From an optimization exercise on the open Yosys and OpenROAD flow, aimed at small area, a short achievable clock period and few clock cycles per item; shortcuts taken in it are not production practice.
Only simulation tests tie the RTL to the original design; equivalence was not proved.

==> design.v <==
module div_top (
    input  logic        clk,
    input  logic        rst,
    input  logic        in_valid,
    output logic        in_ready,
    input  logic  [2:0] in_op,
    input  logic [63:0] in_a,
    input  logic [63:0] in_b,
    output logic        out_valid,
    input  logic        out_ready,
    output logic [63:0] out_result
);
    localparam [2:0] S_IDLE = 3'd0, S_P1 = 3'd1, S_P2 = 3'd2, S_ITER = 3'd3, S_POST = 3'd4;
    logic  [2:0] st;
    logic [64:0] R, V;      
    logic [63:0] Q;         
    logic  [5:0] cnt;       
    logic  [5:0] pb;        
    logic        w, rm;     
    logic        sa;        
    logic        cin;       
    logic        neg;       
    logic        zq;        
    logic        ovld;
    function automatic [6:0] hpos(input logic [63:0] x);
        logic [63:0] v [0:6];
        logic [5:0]  p [0:6][0:63];
        for (int i = 0; i < 64; i++) begin v[0][i] = x[i]; p[0][i] = 6'd0; end
        for (int l = 1; l <= 6; l++) begin
            for (int i = 0; i < 64; i++) begin v[l][i] = 1'b0; p[l][i] = 6'd0; end
            for (int i = 0; i < (64 >> l); i++) begin
                v[l][i] = v[l-1][2*i+1] | v[l-1][2*i];
                p[l][i] = v[l-1][2*i+1] ? (p[l-1][2*i+1] | (6'd1 << (l-1))) : p[l-1][2*i];
            end
        end
        hpos = {v[6][0], p[6][0]};    
    endfunction
    logic [64:0] ia, ib;
    logic        iadd;
    always_comb begin
        ia = in_op[2] ? {{33{~in_op[0] & in_a[31]}}, in_a[31:0]} : {~in_op[0] & in_a[63], in_a};
        ib = in_op[2] ? {{33{~in_op[0] & in_b[31]}}, in_b[31:0]} : {~in_op[0] & in_b[63], in_b};
        iadd = ia[64] ^ ib[64];
    end
    logic [65:0] sum;
    logic [64:0] S;
    logic        zs, c;
    always_comb begin
        sum = {R, 1'b1} + {V, cin};
        S   = sum[65:1];
        zs  = &((R ^ V) ~^ {R[63:0] | V[63:0], cin});
        c   = sa ? (S[64] | zs) : ~S[64];
    end
    logic  [6:0] ha, hb;
    logic        dz;
    always_comb begin
        ha = hpos(sa ? {~R[62:0], 1'b1} : R[63:0]);
        hb = hpos(V[63:0] ^ {64{V[64]}});
        dz = ~hb[6] & (V[64] == cin);
    end
    logic  [5:0] sh;
    logic        sh0;       
    always_comb begin
        sh  = cnt - pb;
        sh0 = cnt == pb;
    end
    logic [64:0] Vsh;
    always_comb begin
        Vsh = V;
        for (int k = 0; k < 6; k++)
            if (sh[k]) Vsh = (Vsh << (1 << k)) | (cin ? ~({65{1'b1}} << (1 << k)) : 65'd0);
    end
    logic [63:0] qv, r;
    always_comb begin
        qv = zq ? 64'd0 : Q;
        r  = rm ? R[63:0] : (neg ? ~qv : qv);
        if (w) r[63:32] = {32{r[31]}};
    end
    logic  [2:0] st_n;
    logic        ovld_n, rdy;
    always_comb begin
        st_n   = st;
        ovld_n = ovld & ~out_ready;
        case (st)
            S_IDLE: if (in_valid) st_n = S_P1;
            S_P1:   st_n = (dz | ~c) ? S_POST : S_P2;
            S_P2:   if (~ovld) st_n = sh0 ? S_POST : S_ITER;
            S_ITER: if (cnt == 6'd0) st_n = S_POST;
            S_POST: if (~ovld) begin
                ovld_n = 1'b1;
                st_n   = in_valid ? S_P1 : S_IDLE;
            end
            default: st_n = S_IDLE;
        endcase
    end
    always_ff @(posedge clk) begin
        if (rst) begin
            st   <= S_IDLE;
            ovld <= 1'b0;
            rdy  <= 1'b1;
        end else begin
            st   <= st_n;
            ovld <= ovld_n;
            rdy  <= (st_n == S_IDLE) | (st_n == S_POST & ~ovld_n);
        end
    end
    always_ff @(posedge clk) begin
        case (st)
            S_IDLE, S_POST: if (in_ready) begin
                R   <= ia;
                V   <= iadd ? ib : ~ib;
                cin <= ~iadd;
                sa  <= ia[64];
                neg <= iadd & ~in_op[1];
                w   <= in_op[2];
                rm  <= in_op[1];
            end
            S_P1: begin
                cnt <= ha[5:0];
                pb  <= hb[5:0];
                zq  <= dz | ~c;
                if (dz | ~c) neg <= dz;
                else if (neg) R <= S;
            end
            S_P2: if (~ovld) begin
                if (sh0) begin
                    if (c) R <= S;
                    Q <= {63'd0, c};
                end else begin
                    V   <= Vsh;
                    cnt <= sh;
                    Q   <= 64'd0;
                end
            end
            S_ITER: begin
                if (c) R <= S;
                Q   <= {Q[62:0], c};
                V   <= {V[64], V[64:1]};
                cnt <= cnt - 6'd1;
            end
            default: ;
        endcase
        if (st == S_POST && ~ovld) Q <= r;
    end
    always_comb in_ready   = rdy;
    always_comb out_valid  = ovld;
    always_comb out_result = Q;
endmodule
==> run.sh <==
#!/bin/bash
# synth_recipe.tcl (not shown) runs the flow's synth.tcl, then flattens the netlist and writes it again
# the make line also repeats each setting of config.mk as NAME=value (left out here)
make -C /OpenROAD-flow-scripts/flow DESIGN_CONFIG=/design/flow/config.mk WORK_HOME=/design/flow/orfs CLKGATE_MAP_FILE= SYNTH_SCRIPT=/design/flow/synth_recipe.tcl finish
==> config.mk <==
export PLATFORM = sky130hd
export DESIGN_NAME = div_top
export DESIGN_NICKNAME = div_top
export VERILOG_FILES = /design/flow/design.v
export SDC_FILE = /design/flow/constraint.sdc
export NUM_CORES = 4
export LEC_CHECK = 0
export ABC_AREA = 1
export CAP_MARGIN = 20
export CORE_MARGIN = 2
export CORE_UTILIZATION = 40
export SETUP_SLACK_MARGIN = 4.5
export SLEW_MARGIN = 20
==> constraint.sdc <==
create_clock -name core_clock -period 8.0 [get_ports {clk}]
set_input_delay 1.6000 -clock core_clock [delete_from_list [all_inputs] [get_ports {clk}]]
set_output_delay 1.6000 -clock core_clock [all_outputs]
set_load 0.01 [all_outputs]
==> results of run 1 <==
[stage by stage]
stage	util, %	cell area [um^2]
2_1_floorplan	-	24900
3_3_place_gp	44.3	27300
3_5_place_dp	44.3	27300
4_1_cts	47.7	29400
5_1_grt	49.2	30300
6_report	49.2	30300
[kinds of logic after synthesis]
family          after synthesis
simple gates               1449
compound gates             1114
buf+inv                     562
flops                       217
xor+xnor                    190
fa+ha+maj                   137
mux                          47
[cell type report]
type / count / area, um^2 / area share [%]
Antenna cell: 2 / 5.00 / 0.0165
Clock inverter: 21 / 145 / 0.479
Clock buffer: 35 / 769 / 2.54
Tap cell: 837 / 1050 / 3.46
Multi-Input combinational cell: 2940 / 16800 / 55.6
Inverter: 360 / 1450 / 4.78
Sequential cell: 217 / 6470 / 21.4
Timing Repair Buffer: 362 / 3560 / 11.7
Timing Repair inverter: 2 / 15.0 / 0.0496
[routing by layer]
layer / track usage, % / vias to the layer above
li1: - / 12988
met1: 50.6 / 13015
met2: 57.6 / 1766
met3: 7.28 / 374
met4: 19.8 / 10
met5: 0 / -
[worst paths after layout]
check | end | cells past startpoint | startpoint
max | R[55] | 15 | R[61]
min | Q[58] | 1 | Q[57]
max reg2reg | R[55] | 15 | R[61]
min reg2reg | Q[58] | 1 | Q[57]
[layout by cell type, fill, tap and decap left out, types with 10 or more instances in the layout]
cell type / n
nor2_4: 10
nand4_1: 17
clkdlybuf4s50_1: 199
buf_4: 138
o221ai_1: 35
ha_2: 25
o21a_1: 23
mux2i_1: 47
a21oi_1: 308
clkinvlp_4: 12
nand2_2: 15
a31oi_1: 19
nor3_1: 16
edfxtp_1: 212
o21ai_1: 48
o22ai_1: 33
o21ai_0: 467
ha_1: 90
inv_2: 50
a21oi_2: 15
nand2_1: 970
xor2_1: 152
o21ai_2: 18
ha_4: 20
nand3_1: 111
clkinv_1: 15
xnor2_1: 33
nor2_2: 13
nor2_1: 219
clkbuf_16: 32
o211ai_1: 49
a21o_1: 45
inv_1: 289
or2_2: 46
[registers in the layout, indices dropped and copies added, names as in the netlist]
register / cells
R: 65
V: 65
Q: 64
cnt: 6
pb: 6
st: 3
cin: 1
neg: 1
ovld: 1
rdy: 1
rm: 1
sa: 1
w: 1
zq: 1
[worst max-delay path: stages, from the launching register on]
cell      delay [ns]
edfxtp_1        0.47
inv_4           0.17
ha_2            0.37
nand2_2         0.19
nand4_1         0.34
nor2_1          0.19
nand2_1         0.14
nor2_1          0.13
nand3_1         0.08
nor2_1          0.12
nor2_1          0.06
nand3_2         0.18
nand2_1         0.11
nand2_2         0.18
and3_4          0.33
buf_12          0.19
[timing repair]
| item | in CTS | in global routing |
|---|---|---|
| buffers inserted | 65 | 57 |
| endpoints found under the setup margin | 172 | 161 |
| hold endpoints to repair | 0 | 0 |
| pin swaps | 7 | 12 |
| resized for setup | 153 | 125 |
| cloned | 11 | 2 |
==> results.yml, run 1 <==
status:
  status: "timing/DRC/antenna clean"
critical_path:
  r2r_slack_ns: 4.41
  worst_setup_path_end_kind: "register"
  worst-path-max-fanout: 14
  crit_required_ns: 8.31
  critPathKind: "reg2reg"
  start_kind: "register"
  cp.arrival_ns: 3.91
grt:
  grt_max_degree: 78
  grt_usage_pct: 37.8
  grt_pass1_wl_um: 176000
  antenna_found_initial: 11
  grt_pass1_vias: 25199
  overflow: 0
final_layout:
  nNetsFinal: 4185
  nFillCells: 6370
  syn_to_final_growth_pct: 21.6
  fin_cells: 4776
  drive_gt1_share_pct: 12.1
route:
  met3WireLength_um: 14600
  wirelength_um: 126000
  wl_per_cell_um: 26.4
  wl_met2_um: 53900
  firstDrtPassIters: 10
  drt-initial-drc-count: 3869
  top_layer: "met5"
  wl_met1_um: 49600
  drc: 0
  via_per_inst: 5.89
  vias: 28153
  detail-route-antenna-nets: 0
synthesis:
  synth_compound_area_share_pct: 25.1
  syn_area_per_cell_um2: 6.70
  synth.net_count: 3988
  ys_seq_area_share_pct: 26.0
  netlist.top_cell.by_area: "edfxtp_1"
  ys_ff_latch: 217
  yosys_warnings: 5
  synth_mux_area_share_pct: 1.89
  synth-simple-area-share_pct: 23.9
  synth_most_common_cell: "nand2_1"
  synth_area_mm2: 0.0249
  synth_edf_count: 212
  synth_commonest_cells: "nand2_1 (979), o21ai_0 (506), inv_1 (344)"
  dominantRegCellSynth: "edfxtp_1"
  synth_top_family_by_area: "compound AO/OA/AOI/OAI gates"
  synthAdderAreaFrac_pct: 6.95
  yosysTopAreaCellShare_pct: 25.6
  synth_cell_types: 65
  synthArstFlopShare_pct: 0
  synthCells: 3716
  synthTopCellsByArea: "edfxtp_1 (26%), nand2_1 (15%), o21ai_0 (10%)"
  synth-xor-area-share_pct: 6.82
sta:
  fin_crit_ns: 3.59
  clock.fmax_ghz: 0.278
  rsz0062_at_grt: "yes"
  tns_ns: 0
  hold_viol_final: 0
  fin_skew_ns: 0.0170
  fin_crit_sh_pct: 44.9
  whs_ns: 0.584
  slew_violations: 0
  slew_headroom_pct: 25.4
  worstMarginPinSlew_ns: 1.12
  setup_viol: 0
  fin_ws_ns: 4.41
placed_design:
  dpl.hpwl_um: 93200
  dpl.cell_count: 4583
  place_ws_ns: 2.98
  place.gp.congestion: 1.08
  port_buffers: 200
clock_network:
  clock_latency_ns: 0.63
  cts_made_buffers: 30
  clk_path_buf_depth: 3
  cts_tree: "done"
  h-tree-depth: 1
  cts_sinks: 217
  root_buffer: "clkbuf_16"
  path_clk_slew_ns: 0.06
  cts_hold_buf: 0
floorplanning:
  num_io_pins: 201
  die_w_um: 253
  design.core.area_mm2: 0.0616
  initial_core_util_pct: 40.4
  die_area_mm2: 0.0642
  die_y_um: 253
  rows: 91
run:
  max-cap-violations: 0
worst_hold_path:
  holdCritPathClass: "reg2reg"
Testbench counts, summed over its fixed seeds: cycles 22,018, divs 2,048.
==> run 2, diff against run 1 <==
--- a/design.v
+++ b/design.v
@@ -70,10 +70,9 @@
         for (int k = 0; k < 6; k++)
             if (sh[k]) Vsh = (Vsh << (1 << k)) | (cin ? ~({65{1'b1}} << (1 << k)) : 65'd0);
     end
-    logic [63:0] qv, r;
+    logic [63:0] r;
     always_comb begin
-        qv = zq ? 64'd0 : Q;
-        r  = rm ? R[63:0] : (neg ? ~qv : qv);
+        r = rm ? R[63:0] : (zq ? {64{neg}} : Q);
         if (w) r[63:32] = {32{r[31]}};
     end
     logic  [2:0] st_n;
@@ -125,16 +124,16 @@
             S_P2: if (~ovld) begin
                 if (sh0) begin
                     if (c) R <= S;
-                    Q <= {63'd0, c};
+                    Q <= {{63{neg}}, c ^ neg};
                 end else begin
                     V   <= Vsh;
                     cnt <= sh;
-                    Q   <= 64'd0;
+                    Q   <= {64{neg}};
                 end
             end
             S_ITER: begin
                 if (c) R <= S;
-                Q   <= {Q[62:0], c};
+                Q   <= {Q[62:0], c ^ neg};
                 V   <= {V[64], V[64:1]};
                 cnt <= cnt - 6'd1;
             end
==> results.yml, run 2 <==
status:
  status: "timing/DRC/antenna clean"
critical_path:
  worst-path-max-fanout: 59
  cp.arrival_ns: 3.85
  r2r_cells: 10
  timing.rr.end: "cnt[1]"
  crit_required_ns: 8.32
  worst_setup_path_end_kind: "register"
  r2r_slack_ns: 4.47
  critPathKind: "reg2reg"
  timing.rr.start: "sa"
  start_kind: "register"
floorplanning:
  rows: 89
  die_y_um: 247
  die_w_um: 247
  die_area_mm2: 0.0610
  initial_core_util_pct: 40.2
  design.core.area_mm2: 0.0587
  num_io_pins: 201
synthesis:
  ys_ff_latch: 217
  synthTopCellsByArea: "edfxtp_1 (27%), nand2_1 (14%), o21ai_0 (9.7%)"
  synth_cell_types: 61
  syn_area_per_cell_um2: 6.70
  ys_seq_area_share_pct: 27.4
  yosys_warnings: 5
  synth.net_count: 3798
  yosysTopAreaCellShare_pct: 27.0
  synth_most_common_cell: "nand2_1"
  synth_edf_count: 212
  netlist.top_cell.by_area: "edfxtp_1"
  dominantRegCellSynth: "edfxtp_1"
  synth_commonest_cells: "nand2_1 (910), o21ai_0 (459), a21oi_1 (381)"
  synthArstFlopShare_pct: 0
  synthCells: 3526
  synth_area_mm2: 0.0236
clock_network:
  cts_made_buffers: 29
  path_clk_slew_ns: 0.06
  clk_path_buf_depth: 3
  h-tree-depth: 1
  root_buffer: "clkbuf_16"
  cts_tree: "done"
  clock_latency_ns: 0.61
  cts_sinks: 217
sta:
  slew_headroom_pct: 32.8
  tns_ns: 0
  hold_viol_final: 0
  fin_ws_ns: 4.47
  rsz0062_at_grt: "yes"
  fin_skew_ns: 0.0154
  slew_violations: 0
  whs_ns: 0.623
  worstMarginPinSlew_ns: 1.00
  setup_viol: 0
  clock.fmax_ghz: 0.283
  fin_crit_ns: 3.53
  fin_crit_sh_pct: 44.1
grt:
  overflow: 0
  grt_usage_pct: 36.9
  grt_pass1_vias: 24563
  grt_pass1_wl_um: 165000
  antenna_found_initial: 9
  grt.met3_usage_pct: 6.50
  use_met2_pct: 57.0
  grt_busiest_layer: "met2"
  met1_usage_pct: 48.7
  grt_max_degree: 76
final_layout:
  drive_gt1_share_pct: 14.1
  layout_common_cells: "nand2_1 (896), o21ai_0 (428), a21oi_1 (353)"
  nNetsFinal: 4063
  syn_to_final_growth_pct: 26.5
  layout_commonest_cell: "nand2_1"
  fin_util_pct: 50.9
  reg_top3: "R (65), V (65), Q (64)"
worst_hold_path:
  hold_path_depth: 2
  min_to: "Q[59]"
  hold_path.startpoint: "Q[58]"
  holdCritPathClass: "reg2reg"
route:
  detail-route-antenna-nets: 0
  vias: 27438
  firstDrtPassIters: 9
  drc: 0
  wl_per_cell_um: 25.7
  drt-initial-drc-count: 4083
  via_per_inst: 5.98
  wirelength_um: 118000
placed_design:
  dpl.hpwl_um: 85100
  port_buffers: 200
  place_ws_ns: 2.66
  place.gp.congestion: 1.05
run:
  max-cap-violations: 0
[run 2: cells by family after synthesis]
logic type / Yosys count / synth area share [%]
AO/OA/AOI/OAI: 1086 / 25.5
AND/OR/NAND/NOR: 1357 / 23.2
flip-flops: 217 / 27.4
XOR/XNOR: 143 / 5.37
adder cells (fa/ha/maj): 137 / 7.32
multiplexers: 50 / 2.12
buffers and inverters: 536 / 9.10
[run 2: critical path, stage by stage (launching register included)]
cell	delay [ns]
edfxtp_1	0.38
buf_6	0.26
inv_4	0.38
nor3_1	0.11
o21ai_0	0.42
nor2_1	0.11
nand2_1	0.33
or2_2	0.19
o2111ai_1	0.31
o21ai_1	0.57
nand2_1	0.13
[run 2: layer usage]
layer | up-vias | wire length, um
met3 | 381 | 13800
met1 | 12564 | 45300
li1 | 12558 | -
met2 | 1933 | 51000
met4 | 2 | 8010
met5 | - | 11
[run 2: repair_timing]
| item | 4_1_cts | 5_1_grt |
|---|---|---|
| endpoints found under the setup margin | 203 | 274 |
| setup buffers | 83 | 89 |
| pin swaps | 5 | 11 |
| gates cloned | 12 | 4 |
| resized for setup | 190 | 166 |
| hold buffers | 0 | 0 |
[run 2: final cells by class]
cell class	instances	area (um^2)
fillers	5982	28800
multi-input cells	2775	15900
flip-flops and latches	217	6470
repair buffers	419	4190
inverters	347	1380
well taps	773	967
clock buffers	33	741
clock inverters	20	189
repair inverters	2	15.0
diodes	2	5.00
[run 2: worst max path at each step]
| stage | slack, ns | to | from |
|---|---|---|---|
| final | 4.47 | cnt[1] | sa |
| after global routing | 4.46 | V[15] | cnt[0] |
| after CTS | 4.50 | R[31] | R[40] |
| after detailed placement | 2.66 | V[61] | in_op[2] |
| after global placement | 2.72 | V[61] | in_op[2] |
| after floorplan | 4.50 | R[0] | V[1] |
[run 2: metrics by stage]
step | instance area, um^2 | cells
floorplan | 23700 | 3526
global placement | 26200 | 4345
detailed placement | 26200 | 4345
CTS | 28500 | 4493
global route | 29900 | 4586
finish | 29900 | 4588
Testbench counts of run 2, summed over its fixed seeds: cycles 22,018, divs 2,048.
==> run 3, diff against run 2 <==
==> flow/run.sh (new file) <==
#!/bin/bash
# Layout: the standard flow (standard.sh) with one change: the port
# buffers that global placement inserts on every input and output are
# sky130_fd_sc_hd__buf_2 cells instead of the default pick,
# sky130_fd_sc_hd__clkdlybuf4s50_1 (a delay buffer: larger and about 0.4 ns
# slower on every path from an input or to an output).  Timing repair aims
# at 4.5 ns of setup slack, as SETUP_SLACK_MARGIN does in config.mk.
# The whole make output goes to run_flow.log in this folder; ORFS keeps each
# step's own log under orfs/logs/.
set -euo pipefail
bash standard.sh SETUP_SLACK_MARGIN=4.5 "BUFFER_PORTS_ARGS=-buffer_cell sky130_fd_sc_hd__buf_2" finish > run_flow.log 2>&1
==> standard.sh (new file) <==
#!/bin/bash
# synth_recipe.tcl (not shown) runs the flow's synth.tcl, then flattens the netlist and writes it again
# the make line also repeats each setting of config.mk as NAME=value (left out here)
make -C /OpenROAD-flow-scripts/flow DESIGN_CONFIG=/design/flow/config.mk WORK_HOME=/design/flow/orfs CLKGATE_MAP_FILE= SYNTH_SCRIPT=/design/flow/synth_recipe.tcl "${@:-finish}"
--- a/config.mk
+++ b/config.mk
@@ -9,5 +9,4 @@
 export CAP_MARGIN = 20
 export CORE_MARGIN = 2
 export CORE_UTILIZATION = 40
-export SETUP_SLACK_MARGIN = 4.5
 export SLEW_MARGIN = 20
removed: run.sh
==> results.yml, run 3 <==
critical_path:
  start_kind: "register"
  r2r_cells: 16
  critPathKind: "reg2reg"
  crit_required_ns: 8.34
  worst-path-max-fanout: 25
  cp.arrival_ns: 3.85
  worst_setup_path_end_kind: "register"
sta:
  fin_crit_sh_pct: 43.8
  fin_crit_ns: 3.50
  worstMarginPinSlew_ns: 1.06
  tns_ns: 0
  fin_skew_ns: 0.0233
  rsz0062_at_grt: "no"
  fin_ws_ns: 4.50
  clock.fmax_ghz: 0.285
  whs_ns: 0.615
  slew_headroom_pct: 29.3
  slew_violations: 0
  setup_viol: 0
  hold_viol_final: 0
status:
  status: "timing/DRC/antenna clean"
grt:
  grt_max_degree: 76
  antenna_found_initial: 8
  grt_pass1_vias: 24556
  grt_pass1_wl_um: 162000
  grt_usage_pct: 36.3
  overflow: 0
placed_design:
  place.gp.congestion: 1.08
  port_buffers: 200
  dpl.hpwl_um: 84900
  place_ws_ns: 2.76
synthesis:
  ys_seq_area_share_pct: 27.4
  synth_commonest_cells: "nand2_1 (910), o21ai_0 (459), a21oi_1 (381)"
  syn_area_per_cell_um2: 6.70
  yosys_warnings: 5
  synth.net_count: 3798
  synthTopCellsByArea: "edfxtp_1 (27%), nand2_1 (14%), o21ai_0 (9.7%)"
  synthCells: 3526
  netlist.top_cell.by_area: "edfxtp_1"
  synth_edf_count: 212
  dominantRegCellSynth: "edfxtp_1"
  yosysTopAreaCellShare_pct: 27.0
  synthArstFlopShare_pct: 0
  ys_ff_latch: 217
  synth_area_mm2: 0.0236
  synth_cell_types: 61
  synth_most_common_cell: "nand2_1"
clock_network:
  root_buffer: "clkbuf_16"
  cts_made_buffers: 28
  cts_hold_buf: 0
  clock_latency_ns: 0.62
  cts_tree: "done"
  clk_path_buf_depth: 3
  path_clk_slew_ns: 0.07
  cts_sinks: 217
  h-tree-depth: 1
route:
  wl_per_cell_um: 25.5
  wirelength_um: 116000
  vias: 27367
  via_per_inst: 6.00
  firstDrtPassIters: 9
  drt-initial-drc-count: 3737
  detail-route-antenna-nets: 0
  drc: 0
run:
  max-cap-violations: 0
floorplanning:
  design.core.area_mm2: 0.0587
  num_io_pins: 201
  die_y_um: 247
  die_area_mm2: 0.0610
  die_w_um: 247
  rows: 89
  initial_core_util_pct: 40.2
worst_hold_path:
  hold_path_depth: 2
  holdCritPathClass: "reg2reg"
final_layout:
  drive_gt1_share_pct: 18.9
  reg_top3: "R (65), V (65), Q (64)"
  layout_commonest_cell: "nand2_1"
  layout_common_cells: "nand2_1 (902), o21ai_0 (429), a21oi_1 (352)"
  syn_to_final_growth_pct: 21.1
  nNetsFinal: 4034
-- run 3: final timing paths --
path	from	endpoint	slack, ns
worst max-delay path	cnt[0]	V[15]	4.50
worst min-delay path	Q[57]	Q[58]	0.61
worst max register to register	cnt[0]	V[15]	4.50
worst min register to register	Q[57]	Q[58]	0.61
-- run 3: metrics by stage --
stage	utilization (%)	cells	instance area [um^2]
6_report	48.7	4558	28600
5_1_grt	48.7	4556	28600
4_1_cts	46.7	4485	27400
3_5_place_dp	42.8	4341	25100
3_3_place_gp	42.8	4341	25100
2_1_floorplan	-	3526	23700
-- run 3: worst max-delay path: stages, from the launching register on --
cell and delay (ns):
edfxtp_1 0.38, inv_2 0.12, ha_4 0.13, inv_1 0.05, fa_2 0.57, buf_12 0.13
clkinvlp_4 0.10, buf_12 0.18, or2_1 0.23, o21ai_0 0.12, mux2i_1 0.17, nand2_1 0.08
o21ai_0 0.21, o21ai_1 0.46, nand2_1 0.12, nand2_1 0.10, o211ai_1 0.08
-- run 3: logic make-up (layout without fill, tap and decap cells) --
| family | after synthesis | count (layout) | synth area share, % |
|---|---|---|---|
| compound gates | 1086 | 1086 | 25.5 |
| xor+xnor | 143 | 143 | 5.37 |
| fa+ha+maj | 137 | 137 | 7.32 |
| buf+inv | 536 | 793 | 9.10 |
| flops | 217 | 217 | 27.4 |
| mux | 50 | 50 | 2.12 |
| other cells | 0 | 2 | 0 |
| simple gates | 1357 | 1357 | 23.2 |
-- run 3: final cells by class --
cell class | count | area [um^2]
Antenna cell | 2 | 5.00
Clock buffer | 32 | 716
Clock inverter | 19 | 255
Fill cell | 6083 | 30100
Inverter | 347 | 1410
Multi-Input combinational cell | 2773 | 15900
Sequential cell | 217 | 6470
Tap cell | 773 | 967
Timing Repair Buffer | 392 | 2850
Timing Repair inverter | 3 | 20.0
-- run 3: metal layers --
| layer | up-vias | routed length, um | global-route usage, % |
|---|---|---|---|
| met2 | 1825 | 50000 | 56.6 |
| li1 | 12500 | - | - |
| met4 | 0 | 8900 | 22.1 |
| met3 | 378 | 12700 | 6.72 |
| met1 | 12664 | 44900 | 46.4 |
| met5 | - | 0 | 0 |
-- run 3: what timing repair did --
item                                    CTS  global route
cloned                                    9             4
endpoints found under the hold margin     0             0
resized for setup                       178           156
endpoints found under the setup margin  204           180
buffers inserted                         84            66
pin swaps                                 4             9
==> run 4, diff against run 3 <==
==> flow/run.sh (replaced) <==
#!/bin/bash
# Layout: the standard flow (standard.sh) with one change: the port
# buffers that global placement inserts on every input and output are
# sky130_fd_sc_hd__buf_2 cells instead of the default pick,
# sky130_fd_sc_hd__clkdlybuf4s50_1 (a delay buffer: larger and about 0.4 ns
# slower on every path from an input or to an output).  Timing repair aims
# at 4.75 ns of setup slack, as SETUP_SLACK_MARGIN does in config.mk.
# The whole make output goes to run_flow.log in this folder; ORFS keeps each
# step's own log under orfs/logs/.
set -euo pipefail
bash standard.sh SETUP_SLACK_MARGIN=4.75 "BUFFER_PORTS_ARGS=-buffer_cell sky130_fd_sc_hd__buf_2" finish > run_flow.log 2>&1
==> results.yml, run 4 <==
floorplanning:
  die_w_um: 247
  initial_core_util_pct: 40.2
  die_area_mm2: 0.0610
  die_y_um: 247
  design.core.area_mm2: 0.0587
  num_io_pins: 201
  rows: 89
clock_network:
  cts_sinks: 217
  cts_made_buffers: 28
  cts_tree: "done"
  clk_path_buf_depth: 3
  h-tree-depth: 1
  root_buffer: "clkbuf_16"
  clock_latency_ns: 0.63
  path_clk_slew_ns: 0.06
  cts_hold_buf: 0
sta:
  hold_viol_final: 0
  whs_ns: 0.611
  worstMarginPinSlew_ns: 1.04
  fin_crit_ns: 3.57
  rsz0062_at_grt: "yes"
  fin_skew_ns: 0.0414
  clock.fmax_ghz: 0.280
  slew_headroom_pct: 30.7
  fin_ws_ns: 4.43
  fin_crit_sh_pct: 44.6
  slew_violations: 0
  setup_viol: 0
  tns_ns: 0
final_layout:
  layout_commonest_cell: "nand2_1"
  nFillCells: 5890
  multi_input_area_mm2: 0.0165
  drive_gt1_share_pct: 23.3
  reg_top3: "R (65), V (65), Q (64)"
  seqCellArea_mm2: 0.00647
  layout_common_cells: "nand2_1 (869), o21ai_0 (368), a21oi_1 (348)"
  nNetsFinal: 4084
  syn_to_final_growth_pct: 26.9
  fin_cells: 4607
synthesis:
  ys_seq_area_share_pct: 27.4
  dominantRegCellSynth: "edfxtp_1"
  yosysTopAreaCellShare_pct: 27.0
  synthArstFlopShare_pct: 0
  synth_area_mm2: 0.0236
  yosys_warnings: 5
  netlist.top_cell.by_area: "edfxtp_1"
  syn_area_per_cell_um2: 6.70
  synthCells: 3526
  ys_ff_latch: 217
  synth_edf_count: 212
  synth_most_common_cell: "nand2_1"
  synth.net_count: 3798
  synth_cell_types: 61
  synthTopCellsByArea: "edfxtp_1 (27%), nand2_1 (14%), o21ai_0 (9.7%)"
  synth_commonest_cells: "nand2_1 (910), o21ai_0 (459), a21oi_1 (381)"
grt:
  antenna_found_initial: 9
  grt_pass1_vias: 24407
  grt_usage_pct: 36.8
  grt_max_degree: 67
  overflow: 0
  grt_pass1_wl_um: 165000
route:
  wl_per_cell_um: 26.2
  detail-route-antenna-nets: 0
  drt-initial-drc-count: 4034
  wirelength_um: 121000
  firstDrtPassIters: 7
  vias: 27749
  via_per_inst: 6.02
  drc: 0
placed_design:
  port_buffers: 200
  place.gp.congestion: 1.06
  dpl.hpwl_um: 86000
  place_ws_ns: 2.67
  dpl.cell_count: 4344
critical_path:
  worst-path-max-fanout: 8
  worst_setup_path_end_kind: "register"
  cp.arrival_ns: 3.91
  start_kind: "register"
  crit_required_ns: 8.34
  critPathKind: "reg2reg"
  r2r_cells: 16
run:
  max-cap-violations: 0
status:
  status: "timing/DRC/antenna clean"
worst_hold_path:
  hold_path_depth: 2
  holdCritPathClass: "reg2reg"
run 4: cell types whose count changed in the layout (fill, tap and decap cells not counted), moves of 13 or more:
cell and change:
inv_1 +13, mux2i_1 -13, nand2_1 -33, o21ai_2 +48, o21ai_0 -61, nand2_2 +32
buf_4 +28
run 4: critical path, stage by stage, from the launching register on:
cell	delay (ns)
edfxtp_1	0.47
inv_1	0.24
ha_2	0.40
a21oi_2	0.24
o21ai_0	0.15
a21oi_1	0.16
nand2_1	0.12
a21oi_4	0.22
nand2_1	0.12
nand2_1	0.14
nand3b_1	0.14
nand2_4	0.15
o21ai_2	0.10
a21oi_4	0.15
buf_12	0.16
buf_12	0.14
clkbuf_16	0.17
run 4: cell type report:
cell class	count	area share, %
inverters	347	4.69
clock inverters	19	0.860
multi-input cells	2773	55.2
repair buffers	440	11.9
well taps	773	3.23
clock buffers	32	2.39
repair inverters	5	0.129
flip-flops and latches	217	21.6
diodes	1	0.00835
run 4: what timing repair did:
action	CTS	global route
gates cloned	13	10
resized for setup	216	329
pin swaps	10	74
setup buffers	86	102
endpoints found under the setup margin	236	232
run 4: worst paths after layout:
path         startpoint    end  slack [ns]
min               Q[48]  Q[49]        0.61
max               V[57]   R[4]        4.43
min reg2reg       Q[48]  Q[49]        0.61
max reg2reg       V[57]   R[4]        4.43
run 4: through the flow:
| stage | instance area (um^2) | utilization [%] |
|---|---|---|
| floorplan | 23900 | - |
| global placement | 25300 | 43.1 |
| finish | 30000 | 51.0 |
| detailed placement | 25300 | 43.1 |
| global route | 30000 | 51.0 |
| CTS | 27800 | 47.4 |
run 4: logic make-up (layout without fill, tap and decap cells):
| kind of cell | count (synthesis) | count (layout) | share of synthesized area [%] |
|---|---|---|---|
| simple gates | 1357 | 1357 | 23.2 |
| fa+ha+maj | 137 | 137 | 7.32 |
| buf+inv | 536 | 843 | 9.10 |
| flops | 217 | 217 | 27.4 |
| mux | 50 | 50 | 2.12 |
| xor+xnor | 143 | 143 | 5.37 |
| other cells | 0 | 1 | 0 |
| compound gates | 1086 | 1086 | 25.5 |
run 4: per-layer routing:
metal / GRT usage (%) / wire length, um
met1: 48.2 / 46200
met2: 56.8 / 51800
met3: 8.14 / 14600
met4: 18.9 / 8020
met5: 0 / 49
==> run 5, diff against run 4 <==
--- a/design.v
+++ b/design.v
@@ -35,12 +35,14 @@
         end
         hpos = {v[6][0], p[6][0]};    
     endfunction
-    logic [64:0] ia, ib;
-    logic        iadd;
+    logic [64:0] ia, ib;    
+    logic        isa, isb, iinv;
     always_comb begin
-        ia = in_op[2] ? {{33{~in_op[0] & in_a[31]}}, in_a[31:0]} : {~in_op[0] & in_a[63], in_a};
-        ib = in_op[2] ? {{33{~in_op[0] & in_b[31]}}, in_b[31:0]} : {~in_op[0] & in_b[63], in_b};
-        iadd = ia[64] ^ ib[64];
+        isa  = ~in_op[0] & (in_op[2] ? in_a[31] : in_a[63]);
+        isb  = ~in_op[0] & (in_op[2] ? in_b[31] : in_b[63]);
+        iinv = ~(isa ^ isb);
+        ia   = {isa, in_op[2] ? {32{isa}} : in_a[63:32], in_a[31:0]};
+        ib   = {~isa, in_op[2] ? {32{~isa}} : in_b[63:32] ^ {32{iinv}}, in_b[31:0] ^ {32{iinv}}};
     end
     logic [65:0] sum;
     logic [64:0] S;
@@ -107,10 +109,10 @@
         case (st)
             S_IDLE, S_POST: if (in_ready) begin
                 R   <= ia;
-                V   <= iadd ? ib : ~ib;
-                cin <= ~iadd;
-                sa  <= ia[64];
-                neg <= iadd & ~in_op[1];
+                V   <= ib;
+                cin <= iinv;
+                sa  <= isa;
+                neg <= ~iinv & ~in_op[1];
                 w   <= in_op[2];
                 rm  <= in_op[1];
             end
==> flow/run.sh (replaced) <==
#!/bin/bash
# Layout: the standard flow (standard.sh) with one change: the port
# buffers that global placement inserts on every input and output are
# sky130_fd_sc_hd__buf_2 cells instead of the default pick,
# sky130_fd_sc_hd__clkdlybuf4s50_1 (a delay buffer: larger and about 0.4 ns
# slower on every path from an input or to an output).  Timing repair aims
# at 4.5 ns of setup slack, as SETUP_SLACK_MARGIN does in config.mk.
# The whole make output goes to run_flow.log in this folder; ORFS keeps each
# step's own log under orfs/logs/.
set -euo pipefail
bash standard.sh SETUP_SLACK_MARGIN=4.5 "BUFFER_PORTS_ARGS=-buffer_cell sky130_fd_sc_hd__buf_2" finish > run_flow.log 2>&1
==> results.yml, run 5 <==
status:
  status: "timing/DRC/antenna clean"
clock_network:
  cts_tree: "done"
  cts_hold_buf: 0
  root_buffer: "clkbuf_16"
  h-tree-depth: 1
  clk_path_buf_depth: 3
  cts_sinks: 217
  path_clk_slew_ns: 0.06
  clock_latency_ns: 0.62
  cts_made_buffers: 29
route:
  drt-initial-drc-count: 3925
  via_per_inst: 5.97
  wl_per_cell_um: 26.0
  firstDrtPassIters: 6
  wirelength_um: 118000
  vias: 27132
  detail-route-antenna-nets: 0
  drc: 0
synthesis:
  synth_area_mm2: 0.0237
  synthCells: 3516
  synthArstFlopShare_pct: 0
  yosys_warnings: 5
  ys_seq_area_share_pct: 27.3
  synth.net_count: 3788
  synth_cell_types: 62
  synthTopCellsByArea: "edfxtp_1 (27%), nand2_1 (14%), o21ai_0 (9.3%)"
  synth_most_common_cell: "nand2_1"
  netlist.top_cell.by_area: "edfxtp_1"
  synth_edf_count: 212
  dominantRegCellSynth: "edfxtp_1"
  synth_commonest_cells: "nand2_1 (911), o21ai_0 (440), a21oi_1 (412)"
  ys_ff_latch: 217
  yosysTopAreaCellShare_pct: 26.9
  syn_area_per_cell_um2: 6.74
grt:
  grt_max_degree: 130
  grt_pass1_wl_um: 165000
  antenna_found_initial: 8
  grt_usage_pct: 37.0
  overflow: 0
  grt_pass1_vias: 24369
final_layout:
  final_cell_area_mm2: 0.0283
  reg_top3: "R (65), V (65), Q (64)"
  drive_gt1_share_pct: 18.5
  fin_cells: 4541
  nFillCells: 6211
  nNetsFinal: 4017
  syn_to_final_growth_pct: 19.3
  layout_commonest_cell: "nand2_1"
  layout_common_cells: "nand2_1 (901), o21ai_0 (419), a21oi_1 (399)"
sta:
  slew_violations: 0
  worstMarginPinSlew_ns: 1.01
  slew_headroom_pct: 32.7
  fin_crit_ns: 3.54
  fin_crit_sh_pct: 44.2
  fin_ws_ns: 4.46
  rsz0062_at_grt: "no"
  clock.fmax_ghz: 0.283
  hold_viol_final: 0
  tns_ns: 0
  setup_viol: 0
  fin_skew_ns: 0.0245
placed_design:
  port_buffers: 200
  dpl.cell_count: 4324
  placed_area_mm2: 0.0251
  place_ws_ns: 3.00
  dpl.hpwl_um: 88400
  place.gp.congestion: 1.10
critical_path:
  critPathBufInv: 5
  start_kind: "register"
  cp_top_family: "buffers and inverters"
  max_stage_delay_ns: 0.46
  cp_slowest_cell: "nor3_2"
  worst_setup_path_end_kind: "register"
  critPathKind: "reg2reg"
  crit_required_ns: 8.32
  worstPathCellList: "clkbuf_8 -> clkinvlp_4 -> buf_4 -> buf_4 -> nand2_1 -> o22ai_1 -> o21ai_0 -> nor3_2 -> nand2_1 -> inv_2 -> o211ai_1 -> nand3_1 -> o221ai_1"
  cp.arrival_ns: 3.86
  worst-path-max-fanout: 70
floorplanning:
  num_io_pins: 201
  rows: 89
  design.core.area_mm2: 0.0588
  die_area_mm2: 0.0612
  initial_core_util_pct: 40.3
  die_w_um: 247
  die_y_um: 247
run:
  max-cap-violations: 0
worst_hold_path:
  holdCritPathClass: "reg2reg"
==> run 5: cell count changes in the layout (fill, tap and decap cells not counted), moves of 26 or more <==
cell | previous run | this run
o21ai_2 | 57 | 11
o21ai_0 | 368 | 419
a21oi_1 | 348 | 399
nand2_2 | 40 | 14
nor2_1 | 224 | 198
nand2_1 | 869 | 901
==> run 5: layout make-up <==
type | count | area [um^2] | share of cell area [%]
inverters | 336 | 1340 | 4.72
repair buffers | 391 | 2650 | 9.37
diodes | 2 | 5.00 | 0.0177
flip-flops and latches | 217 | 6470 | 22.9
clock buffers | 35 | 748 | 2.65
well taps | 773 | 967 | 3.42
clock inverters | 17 | 133 | 0.469
repair inverters | 1 | 7.51 | 0.0265
multi-input cells | 2769 | 16000 | 56.5
==> run 5: worst reg2reg max path, cell delays in order (launching register included) <==
cell,delay [ns]
edfxtp_1,0.37
clkbuf_8,0.30
clkinvlp_4,0.25
buf_4,0.21
buf_4,0.15
nand2_1,0.06
o22ai_1,0.22
o21ai_0,0.27
nor3_2,0.46
nand2_1,0.26
inv_2,0.22
o211ai_1,0.13
nand3_1,0.20
o221ai_1,0.16
==> run 5: cells by family (layout without fill, tap and decap cells) <==
| kind of cell | count (synthesis) | in the layout | share of synthesized area, % |
|---|---|---|---|
| AO/OA/AOI/OAI | 1121 | 1121 | 26.4 |
| AND/OR/NAND/NOR | 1338 | 1339 | 23.1 |
| XOR/XNOR | 127 | 127 | 4.84 |
| flip-flops | 217 | 217 | 27.3 |
| adder cells (fa/ha/maj) | 137 | 137 | 7.30 |
| multiplexers | 45 | 45 | 1.90 |
| other | 0 | 2 | 0 |
| buffers and inverters | 531 | 780 | 9.21 |
==> run 5: what timing repair did <==
action                                  4_1_cts  5_1_grt
gates cloned                                  4        1
pin swaps                                     3        9
endpoints found under the setup margin      205      255
gates resized for setup                     131      160
buffers inserted                             65       93
==> run 5: path summary, 6_finish.rpt <==
check / startpoint / endpoint / slack, ns / depth (start not counted)
setup reg to reg: sa / cnt[2] / 4.46 / 13
hold / removal: Q[40] / Q[41] / 0.62 / 2
hold reg to reg: Q[40] / Q[41] / 0.62 / 2
setup / recovery: sa / cnt[2] / 4.46 / 13
==> run 5: per-stage QoR <==
stage	utilization, %	hold WS (ns)
global route	48.1	0.651
CTS	45.7	0.625
global placement	42.7	0.598
floorplan	-	0.593
detailed placement	42.7	0.606
finish	48.1	0.621
==> run 5: per-layer routing <==
layer  wire [um]  vias up  share of wire, %  track usage, %
met4        8170        4               6.9            19.8
met5          23        -             0.019               0
li1            -    12448                 -               -
met3       13600      382                11            8.19
met2       49600     1824                42            55.8
met1       46600    12474                40            49.2
Testbench counts of run 5, summed over its fixed seeds: cycles 22,018, divs 2,048.
==> run 6, diff against run 5 <==
--- a/config.mk
+++ b/config.mk
@@ -8,5 +8,5 @@
 export ABC_AREA = 1
 export CAP_MARGIN = 20
 export CORE_MARGIN = 2
-export CORE_UTILIZATION = 40
+export CORE_UTILIZATION = 55
 export SLEW_MARGIN = 20
==> results.yml, run 6 <==
synthesis:
  synth_area_mm2: 0.0237
  synth_edf_count: 212
  yosys_warnings: 5
  ys_seq_area_share_pct: 27.3
  synthArstFlopShare_pct: 0
  synth.net_count: 3788
  synth_cell_types: 62
  ys_ff_latch: 217
  synthTopCellsByArea: "edfxtp_1 (27%), nand2_1 (14%), o21ai_0 (9.3%)"
  synthCells: 3516
  netlist.top_cell.by_area: "edfxtp_1"
  synth_most_common_cell: "nand2_1"
  dominantRegCellSynth: "edfxtp_1"
  syn_area_per_cell_um2: 6.74
  yosysTopAreaCellShare_pct: 26.9
  synth_commonest_cells: "nand2_1 (911), o21ai_0 (440), a21oi_1 (412)"
final_layout:
  final_cell_area_mm2: 0.0283
  nNetsFinal: 4006
  nFillCells: 3677
  syn_to_final_growth_pct: 19.2
  layout_commonest_cell: "nand2_1"
  layout_common_cells: "nand2_1 (904), o21ai_0 (417), a21oi_1 (387)"
  drive_gt1_share_pct: 18.6
  seqCellArea_mm2: 0.00647
  multi_input_area_mm2: 0.0161
  reg_top3: "R (65), V (65), Q (64)"
placed_design:
  dpl.hpwl_um: 84600
  placed_area_mm2: 0.0247
  place_ws_ns: 2.49
  place.gp.congestion: 1.12
  port_buffers: 200
route:
  drt-initial-drc-count: 5166
  vias: 28866
  wirelength_um: 119000
  via_per_inst: 6.71
  drc: 0
  firstDrtPassIters: 12
  wl_per_cell_um: 27.7
  detail-route-antenna-nets: 0
sta:
  fin_ws_ns: 4.26
  whs_ns: 0.617
  worstMarginPinSlew_ns: 1.09
  fin_skew_ns: 0.0165
  fin_crit_ns: 3.74
  slew_headroom_pct: 26.7
  setup_viol: 0
  tns_ns: 0
  rsz0062_at_grt: "yes"
  slew_violations: 0
  clock.fmax_ghz: 0.268
  fin_crit_sh_pct: 46.7
  hold_viol_final: 0
grt:
  grt_max_degree: 71
  overflow: 0
  grt_pass1_wl_um: 166000
  grt_pass1_vias: 25649
  grt_usage_pct: 50.9
  antenna_found_initial: 14
floorplanning:
  num_io_pins: 201
  design.core.area_mm2: 0.0428
  die_area_mm2: 0.0448
  die_y_um: 212
  initial_core_util_pct: 55.4
  die_w_um: 212
  rows: 76
clock_network:
  root_buffer: "clkbuf_16"
  cts_sinks: 217
  clock_latency_ns: 0.60
  cts_tree: "done"
  cts_made_buffers: 27
  cts_hold_buf: 0
  clk_path_buf_depth: 3
  h-tree-depth: 1
  path_clk_slew_ns: 0.06
critical_path:
  worst_setup_path_end_kind: "register"
  worst-path-max-fanout: 12
  critPathKind: "reg2reg"
  start_kind: "register"
  cp.arrival_ns: 3.95
  timing.rr.start: "cnt[2]"
  crit_required_ns: 8.21
  startpoint: "cnt[2]"
run:
  max-cap-violations: 0
worst_hold_path:
  hold_path.startpoint: "Q[60]"
  holdCritPathClass: "reg2reg"
status:
  status: "timing/DRC/antenna clean"
[run 6: path summary, 6_finish.rpt]
kind,endpoint,slack [ns],cells past startpoint
worst min register to register,Q[61],0.62,2
worst max register to register,V[63],4.26,12
worst min-delay path,Q[61],0.62,2
worst max-delay path,V[63],4.26,12
[run 6: logic make-up (layout without fill, tap and decap cells)]
family                     count (synthesis)  count (layout)  synth area share, %
and+or+nand+nor                         1338            1339                 23.1
AOI/OAI and AO/OA                       1121            1121                 26.4
buffers and inverters                    531             767                 9.21
DFF                                      217             217                 27.3
adders and majority gates                137             137                 7.30
xor gates and xnor gates                 127             128                 4.84
muxes                                     45              45                 1.90
other                                      0               3                    0
[run 6: critical path: stages (launching register included)]
cell and delay [ns]:
edfxtp_1 0.46, ha_1 0.47, nand2_1 0.12, nand2_1 0.06, a31oi_1 0.20, or2_1 0.16
nand2_1 0.09, a21oi_4 0.33, xor2_4 0.18, buf_4 0.24, nand2_1 0.12, nor3_1 0.08
nor3_1 0.85
[run 6: through the flow]
step | util, % | instances
floorplan | - | 3516
global route | 66.0 | 4301
detailed placement | 57.8 | 4088
CTS | 63.7 | 4243
finish | 66.0 | 4303
global placement | 57.8 | 4088
[run 6: area by class of cell]
type / count / share of cell area (%)
Clock inverter: 18 / 0.797
Tap cell: 546 / 2.42
Inverter: 336 / 4.82
Clock buffer: 31 / 2.44
Timing Repair inverter: 2 / 0.0443
Sequential cell: 217 / 22.9
Timing Repair Buffer: 380 / 9.57
Multi-Input combinational cell: 2770 / 57.0
Antenna cell: 3 / 0.0266
[run 6: what timing repair did]
item                                    in CTS  in global routing
endpoints found under the setup margin     256                184
pin swaps                                    6                 12
setup buffers                               98                 49
cloned                                       8                  6
resized for setup                          208                109
[run 6: metal layers]
metal | track usage, % | vias up | wire [um]
li1 | - | 12460 | -
met1 | 61.7 | 13080 | 41000
met2 | 75.6 | 2641 | 48400
met3 | 18.2 | 671 | 18600
met4 | 34.6 | 14 | 11000
met5 | 0 | - | 210
==> run 7, diff against run 6 <==
--- a/design.v
+++ b/design.v
@@ -14,7 +14,7 @@
     logic  [2:0] st;
     logic [64:0] R, V;      
     logic [63:0] Q;         
-    logic  [5:0] cnt;       
+    logic  [6:0] cnt;       
     logic  [5:0] pb;        
     logic        w, rm;     
     logic        sa;        
@@ -53,18 +53,23 @@
         zs  = &((R ^ V) ~^ {R[63:0] | V[63:0], cin});
         c   = sa ? (S[64] | zs) : ~S[64];
     end
-    logic  [6:0] ha, hb;
+    logic  [6:0] ha, hb, ht;
+    logic [64:0] ta;
     logic        dz;
     always_comb begin
-        ha = hpos(sa ? {~R[62:0], 1'b1} : R[63:0]);
-        hb = hpos(V[63:0] ^ {64{V[64]}});
+        ta = R ^ {R[63:0], 1'b0};
+        ht = hpos(ta[63:0]);
+        ha = ta[64] ? 7'd64 : {1'b0, ht[5:0]};
+        hb = hpos(V[64:1] ^ V[63:0]);
         dz = ~hb[6] & (V[64] == cin);
     end
+    logic  [6:0] s7;
     logic  [5:0] sh;
     logic        sh0;       
     always_comb begin
-        sh  = cnt - pb;
-        sh0 = cnt == pb;
+        s7  = cnt + {1'b1, ~pb} + {6'd0, sa};
+        sh  = s7[5:0];
+        sh0 = sh == 6'd0;
     end
     logic [64:0] Vsh;
     always_comb begin
@@ -86,7 +91,7 @@
             S_IDLE: if (in_valid) st_n = S_P1;
             S_P1:   st_n = (dz | ~c) ? S_POST : S_P2;
             S_P2:   if (~ovld) st_n = sh0 ? S_POST : S_ITER;
-            S_ITER: if (cnt == 6'd0) st_n = S_POST;
+            S_ITER: if (cnt == 7'd0) st_n = S_POST;
             S_POST: if (~ovld) begin
                 ovld_n = 1'b1;
                 st_n   = in_valid ? S_P1 : S_IDLE;
@@ -117,7 +122,7 @@
                 rm  <= in_op[1];
             end
             S_P1: begin
-                cnt <= ha[5:0];
+                cnt <= ha;
                 pb  <= hb[5:0];
                 zq  <= dz | ~c;
                 if (dz | ~c) neg <= dz;
@@ -129,7 +134,7 @@
                     Q <= {{63{neg}}, c ^ neg};
                 end else begin
                     V   <= Vsh;
-                    cnt <= sh;
+                    cnt <= {1'b0, sh};
                     Q   <= {64{neg}};
                 end
             end
@@ -137,7 +142,7 @@
                 if (c) R <= S;
                 Q   <= {Q[62:0], c ^ neg};
                 V   <= {V[64], V[64:1]};
-                cnt <= cnt - 6'd1;
+                cnt <= cnt - 7'd1;
             end
             default: ;
         endcase
--- a/config.mk
+++ b/config.mk
@@ -8,5 +8,5 @@
 export ABC_AREA = 1
 export CAP_MARGIN = 20
 export CORE_MARGIN = 2
-export CORE_UTILIZATION = 55
+export CORE_UTILIZATION = 40
 export SLEW_MARGIN = 20
==> results.yml, run 7 <==
final_layout:
  layout_commonest_cell: "nand2_1"
  drive_gt1_share_pct: 20.5
  diodes: 0
  nFillCells: 6094
  reg_top3: "R (65), V (65), Q (64)"
  syn_to_final_growth_pct: 22.6
  layout_common_cells: "nand2_1 (920), o21ai_0 (409), a21oi_1 (348)"
  nNetsFinal: 4122
  final_cell_area_mm2: 0.0292
sta:
  fin_crit_ns: 3.43
  worstMarginPinSlew_ns: 1.15
  fin_crit_sh_pct: 42.9
  hold_viol_final: 0
  fin_skew_ns: 0.0132
  slew_violations: 0
  tns_ns: 0
  setup_viol: 0
  rsz0062_at_grt: "yes"
  slew_headroom_pct: 23.2
  clock.fmax_ghz: 0.291
critical_path:
  start_kind: "register"
  timing.rr.start: "sa"
  worst_setup_path_end_kind: "register"
  crit_required_ns: 8.33
  critPathKind: "reg2reg"
  timing.rr.end: "V[21]"
  startpoint: "sa"
  r2r_cells: 14
  cp.arrival_ns: 3.77
  worst-path-max-fanout: 6
  r2r_slack_ns: 4.57
synthesis:
  yosysTopAreaCellShare_pct: 26.9
  ys_ff_latch: 218
  netlist.top_cell.by_area: "edfxtp_1"
  synthTopCellsByArea: "edfxtp_1 (27%), nand2_1 (15%), o21ai_0 (9.6%)"
  syn_area_per_cell_um2: 6.71
  synth_area_mm2: 0.0238
  synth_most_common_cell: "nand2_1"
  dominantRegCellSynth: "edfxtp_1"
  synth_cell_types: 68
  synth_edf_count: 213
  ys_seq_area_share_pct: 27.3
  yosys_warnings: 5
  synthCells: 3548
  synth.net_count: 3820
  synthArstFlopShare_pct: 0
  synth_commonest_cells: "nand2_1 (932), o21ai_0 (458), a21oi_1 (372)"
grt:
  grt_usage_pct: 33.5
  antenna_found_initial: 1
  grt_max_degree: 81
  grt_pass1_wl_um: 154000
  grt_pass1_vias: 24521
  overflow: 0
clock_network:
  path_clk_slew_ns: 0.06
  cts_hold_buf: 0
  cts_tree: "done"
  clock_latency_ns: 0.61
  clk_path_buf_depth: 3
  cts_sinks: 218
  root_buffer: "clkbuf_16"
  cts_made_buffers: 29
  h-tree-depth: 1
worst_hold_path:
  min_to: "Q[31]"
  hold_path.startpoint: "Q[30]"
  holdCritPathClass: "reg2reg"
  hold_path_depth: 2
placed_design:
  dpl.hpwl_um: 79400
  place.gp.congestion: 1.03
  port_buffers: 200
  placed_area_mm2: 0.0254
floorplanning:
  die_w_um: 248
  design.core.area_mm2: 0.0589
  initial_core_util_pct: 40.4
  die_y_um: 248
  rows: 89
  num_io_pins: 201
  die_area_mm2: 0.0614
run:
  max-cap-violations: 0
status:
  status: "timing/DRC/antenna clean"
route:
  wirelength_um: 109000
  drt-initial-drc-count: 3535
  drc: 0
  firstDrtPassIters: 6
  via_per_inst: 5.87
  detail-route-antenna-nets: 0
  wl_per_cell_um: 23.5
  vias: 27249
-- run 7: how the worst max path moves through the flow --
| stage | endpoint | slack (ns) | depth (start not counted) |
|---|---|---|---|
| 2_1_floorplan | R[0] | 3.89 | 17 |
| 3_3_place_gp | V[39] | 2.78 | 12 |
| 3_5_place_dp | V[39] | 2.67 | 12 |
| 4_1_cts | V[58] | 4.30 | 16 |
| 5_1_grt | V[21] | 4.47 | 14 |
| 6_report | V[21] | 4.57 | 14 |
-- run 7: repair_timing --
| action | in CTS | in global routing |
|---|---|---|
| gates cloned | 7 | 6 |
| setup endpoints to repair | 306 | 267 |
| pin swaps | 6 | 23 |
| setup buffers | 63 | 149 |
| resized for setup | 98 | 248 |
-- run 7: cell families after synthesis --
group                    Yosys count  synth area share (%)
adder cells (fa/ha/maj)          137                  7.30
multiplexers                      47                  1.98
AND/OR/NAND/NOR                 1388                  23.8
AO/OA/AOI/OAI                   1081                  25.3
XOR/XNOR                         149                  5.60
buffers and inverters            528                  8.77
flip-flops                       218                  27.3
-- run 7: cell type report --
cell class / count / area [um^2] / area share (%)
tap: 773 / 967 / 3.31
multi-input combinational: 2804 / 16200 / 55.5
clock inverter: 21 / 139 / 0.476
timing repair buffer: 445 / 3200 / 11.0
sequential: 218 / 6500 / 22.3
inverter: 348 / 1410 / 4.82
clock buffer: 31 / 733 / 2.51
timing repair inverter: 4 / 32.5 / 0.111
-- run 7: worst max-delay path: stages (launching register included) --
cell	delay, ns
edfxtp_1	0.38
inv_1	0.08
fa_4	0.47
inv_2	0.08
fa_2	0.51
buf_12	0.20
buf_4	0.17
mux2i_1	0.25
mux2i_1	0.14
o21ai_0	0.25
nand2_1	0.17
o21ai_4	0.15
nand2_1	0.10
nand2_1	0.10
o211ai_1	0.09
-- run 7: stage by stage --
stage | instances | hold slack, ns | utilization [%] | setup slack (ns)
after floorplan | 3548 | 0.618 | - | 3.89
after global placement | 4367 | 0.594 | 43.1 | 2.78
after detailed placement | 4367 | 0.599 | 43.1 | 2.67
after CTS | 4489 | 0.614 | 46.1 | 4.30
after global routing | 4644 | 0.644 | 49.5 | 4.47
final | 4644 | 0.613 | 49.5 | 4.57
-- run 7: metal layers --
metal	part of all wire (%)	wire [um]	up-vias	global-route usage, %
li1	-	-	12682	-
met1	40	44000	12824	45.2
met2	43	47500	1467	52.4
met3	11	11700	274	5.87
met4	5.5	6010	2	14.9
met5	0.012	13	-	0
Testbench counts of run 7, summed over its fixed seeds: cycles 22,018, divs 2,048.
==> run 8, diff against run 7 <==
--- a/design.v
+++ b/design.v
@@ -63,12 +63,12 @@
         hb = hpos(V[64:1] ^ V[63:0]);
         dz = ~hb[6] & (V[64] == cin);
     end
-    logic  [6:0] s7;
-    logic  [5:0] sh;
+    logic  [5:0] sh, d0, d1;
     logic        sh0;       
     always_comb begin
-        s7  = cnt + {1'b1, ~pb} + {6'd0, sa};
-        sh  = s7[5:0];
+        d0  = cnt[5:0] + ~pb;   
+        d1  = cnt[5:0] - pb;
+        sh  = sa ? d1 : d0;
         sh0 = sh == 6'd0;
     end
     logic [64:0] Vsh;
==> results.yml, run 8 <==
final_layout:
  fin_cells: 4604
  nFillCells: 5951
  drive_gt1_share_pct: 18.6
  fin_util_pct: 50.8
  layout_common_cells: "nand2_1 (888), o21ai_0 (397), a21oi_1 (352)"
  seqCellArea_mm2: 0.00650
  layout_commonest_cell: "nand2_1"
  multi_input_area_mm2: 0.0162
  reg_top3: "R (65), V (65), Q (64)"
  syn_to_final_growth_pct: 25.1
  final_cell_area_mm2: 0.0295
  nNetsFinal: 4088
synthesis:
  synthCells: 3521
  synth_edf_count: 213
  synthAdderAreaFrac_pct: 7.39
  synth_cell_types: 59
  synth_commonest_cells: "nand2_1 (901), o21ai_0 (435), a21oi_1 (383)"
  synthArstFlopShare_pct: 0
  yosysTopAreaCellShare_pct: 27.1
  synth-xor-area-share_pct: 5.67
  synth_mux_area_share_pct: 1.95
  synth-simple-area-share_pct: 23.6
  synth_most_common_cell: "nand2_1"
  synth_area_mm2: 0.0236
  synthTopCellsByArea: "edfxtp_1 (27%), nand2_1 (14%), o21ai_0 (9.2%)"
  ys_ff_latch: 218
  synth.net_count: 3794
  netlist.top_cell.by_area: "edfxtp_1"
  yosys_warnings: 5
  synth_compound_area_share_pct: 25.6
  synth_top_family_by_area: "compound AO/OA/AOI/OAI gates"
  dominantRegCellSynth: "edfxtp_1"
  syn_area_per_cell_um2: 6.70
  ys_seq_area_share_pct: 27.6
clock_network:
  clock_latency_ns: 0.61
  path_clk_slew_ns: 0.06
  cts_sinks: 218
  cts_made_buffers: 29
  root_buffer: "clkbuf_16"
  h-tree-depth: 1
  clk_path_buf_depth: 3
  cts_tree: "done"
  cts_hold_buf: 0
sta:
  worstMarginPinSlew_ns: 1.11
  clock.fmax_ghz: 0.273
  fin_crit_ns: 3.66
  rsz0062_at_grt: "yes"
  setup_viol: 0
  slew_violations: 0
  hold_viol_final: 0
  tns_ns: 0
  fin_crit_sh_pct: 45.8
  slew_headroom_pct: 25.7
  fin_skew_ns: 0.0206
grt:
  grt_pass1_vias: 24687
  grt_max_degree: 83
  antenna_found_initial: 4
  grt_usage_pct: 36.1
  grt_pass1_wl_um: 162000
  overflow: 0
route:
  drt-initial-drc-count: 3658
  top_layer: "met5"
  wirelength_um: 118000
  wl_met1_um: 46300
  wl_per_cell_um: 25.7
  drc: 0
  detail-route-antenna-nets: 0
  wl_met2_um: 52200
  met3WireLength_um: 11700
  firstDrtPassIters: 9
  via_per_inst: 6.02
  vias: 27724
placed_design:
  place.gp.congestion: 1.01
  port_buffers: 200
  placed_area_mm2: 0.0252
  dpl.hpwl_um: 84500
  dpl.cell_count: 4343
critical_path:
  max_stage_delay_ns: 0.49
  crit_top_cell: "nor2_1"
  timing.rr.start: "V[25]"
  critPathBufInv: 4
  critPathKind: "reg2reg"
  worstPathCellList: "inv_2 -> ha_2 -> nand2_1 -> o21ai_0 -> nor2_1 -> nand4_1 -> nor2_1 -> nand3_1 -> nor2_1 -> nor2_1 -> nand3_1 -> nand3_2 -> a21oi_4 -> buf_6 -> buf_6 -> clkbuf_16"
  r2r_cells: 16
  worst_setup_path_end_kind: "register"
  worst-path-max-fanout: 8
  crit_required_ns: 8.32
  cp.arrival_ns: 3.98
  timing.rr.end: "R[16]"
  cp_top_family: "simple AND/OR/NAND/NOR gates"
  r2r_slack_ns: 4.34
  cp_slowest_cell: "edfxtp_1"
  start_kind: "register"
floorplanning:
  num_io_pins: 201
  rows: 88
  die_w_um: 247
  initial_core_util_pct: 40.6
  die_y_um: 247
  die_area_mm2: 0.0609
  design.core.area_mm2: 0.0580
worst_hold_path:
  min_to: "Q[11]"
  hold_path.startpoint: "Q[10]"
  holdCritPathClass: "reg2reg"
  hold_path_depth: 2
run:
  max-cap-violations: 0
status:
  status: "timing/DRC/antenna clean"
[run 8: changes by cell type after synthesis, moves of 14 or more]
cell | before | now
o21ai_1 | 39 | 59
o211ai_1 | 51 | 37
buf_2 | 53 | 37
clkbuf_1 | 96 | 112
nor2_1 | 227 | 270
o21ai_0 | 458 | 435
nand2_1 | 932 | 901
o221ai_1 | 15 | 44
o311ai_1 | 17 | 1
[run 8: cell families after synthesis]
group / count (synthesis)
AO/OA/AOI/OAI: 1088
XOR/XNOR: 148
adder cells (fa/ha/maj): 138
buffers and inverters: 503
flip-flops: 218
multiplexers: 46
AND/OR/NAND/NOR: 1380
[run 8: worst max path at each step]
stage / start / end / slack (ns) / cells after the start
finish: V[25] / R[16] / 4.34 / 16
global route: sa / R[28] / 4.31 / 18
CTS: st[0] / Q[0] / 4.38 / 7
detailed placement: in_op[2] / V[50] / 2.78 / 12
global placement: in_op[2] / V[50] / 2.89 / 12
floorplan: pb[0] / R[0] / 4.22 / 13
[run 8: worst reg2reg max path, delay by kind of cell (launching register included)]
kind	cells	cell delay (ns)
simple gates	9	1.45
buf+inv	4	0.64
flops	1	0.49
compound gates	2	0.45
fa+ha+maj	1	0.35
[run 8: area by class of cell]
cell class              instances  area share (%)
inverters                     337            4.57
clock buffers                  33            2.51
clock inverters                21           0.755
repair inverters                3           0.123
repair buffers                422            11.7
flip-flops and latches        218            22.0
well taps                     765            3.25
diodes                          1         0.00849
multi-input cells            2804            55.1
[run 8: layer usage]
layer | global-route usage (%) | vias up
met4 | 18.8 | 4
li1 | - | 12645
met5 | 0 | -
met3 | 5.09 | 368
met1 | 46.9 | 12991
met2 | 58.1 | 1716
[run 8: what timing repair did]
item	4_1_cts	5_1_grt
pin swaps	7	30
setup endpoints to repair	298	274
resized for setup	146	198
cloned	14	19
setup buffers	91	82
[run 8: stage by stage]
stage / setup slack [ns] / hold WS [ns]
2_1_floorplan: 4.22 / 0.605
3_3_place_gp: 2.89 / 0.601
3_5_place_dp: 2.78 / 0.606
4_1_cts: 4.38 / 0.619
5_1_grt: 4.31 / 0.655
6_report: 4.34 / 0.616
Testbench counts of run 8, summed over its fixed seeds: cycles 22,018, divs 2,048.

## separate check: timing with driven ports
No port has a modelled driver above. Below, the same layouts with a new extraction and two added sets of constraints. Step 1 assumes that a clkbuf_16 drives the clock port and a buf_2 every other input. Step 2 also shifts input and output timing later by t, the mid clock arrival at the registers, as if the neighbouring blocks saw the same clock. Slacks: ideal / step 1 / step 2; pairs: ideal / step 1.
run | shift t [ns] | setup WS [ns] | hold WS [ns] | worst register clock-pin slew, ns | pins driven straight from the clock port
run 1 | 0.682 | 4.408 / 4.408 / 4.003 | 0.584 / 0.584 / 0.584 | 0.07 / 0.07 | 1
run 2 | 0.655 | 4.469 / 4.469 / 3.915 | 0.623 / 0.623 / 0.623 | 0.07 / 0.07 | 1
run 3 | 0.661 | 4.496 / 4.496 / 3.972 | 0.615 / 0.615 / 0.615 | 0.07 / 0.07 | 1
run 4 | 0.671 | 4.433 / 4.433 / 3.948 | 0.611 / 0.611 / 0.611 | 0.07 / 0.07 | 1
run 5 | 0.663 | 4.461 / 4.461 / 4.113 | 0.621 / 0.621 / 0.621 | 0.07 / 0.07 | 1
run 6 | 0.658 | 4.262 / 4.262 / 3.991 | 0.617 / 0.617 / 0.617 | 0.08 / 0.08 | 1
run 7 | 0.660 | 4.568 / 4.568 / 4.066 | 0.613 / 0.613 / 0.613 | 0.07 / 0.07 | 1
run 8 | 0.667 | 4.338 / 4.338 / 4.008 | 0.616 / 0.616 / 0.616 | 0.07 / 0.07 | 1
After both steps every run listed still meets setup and hold. The setup slack of run 2, which loses most, moves by 0.000 ns with the drivers and by -0.554 ns with both steps.
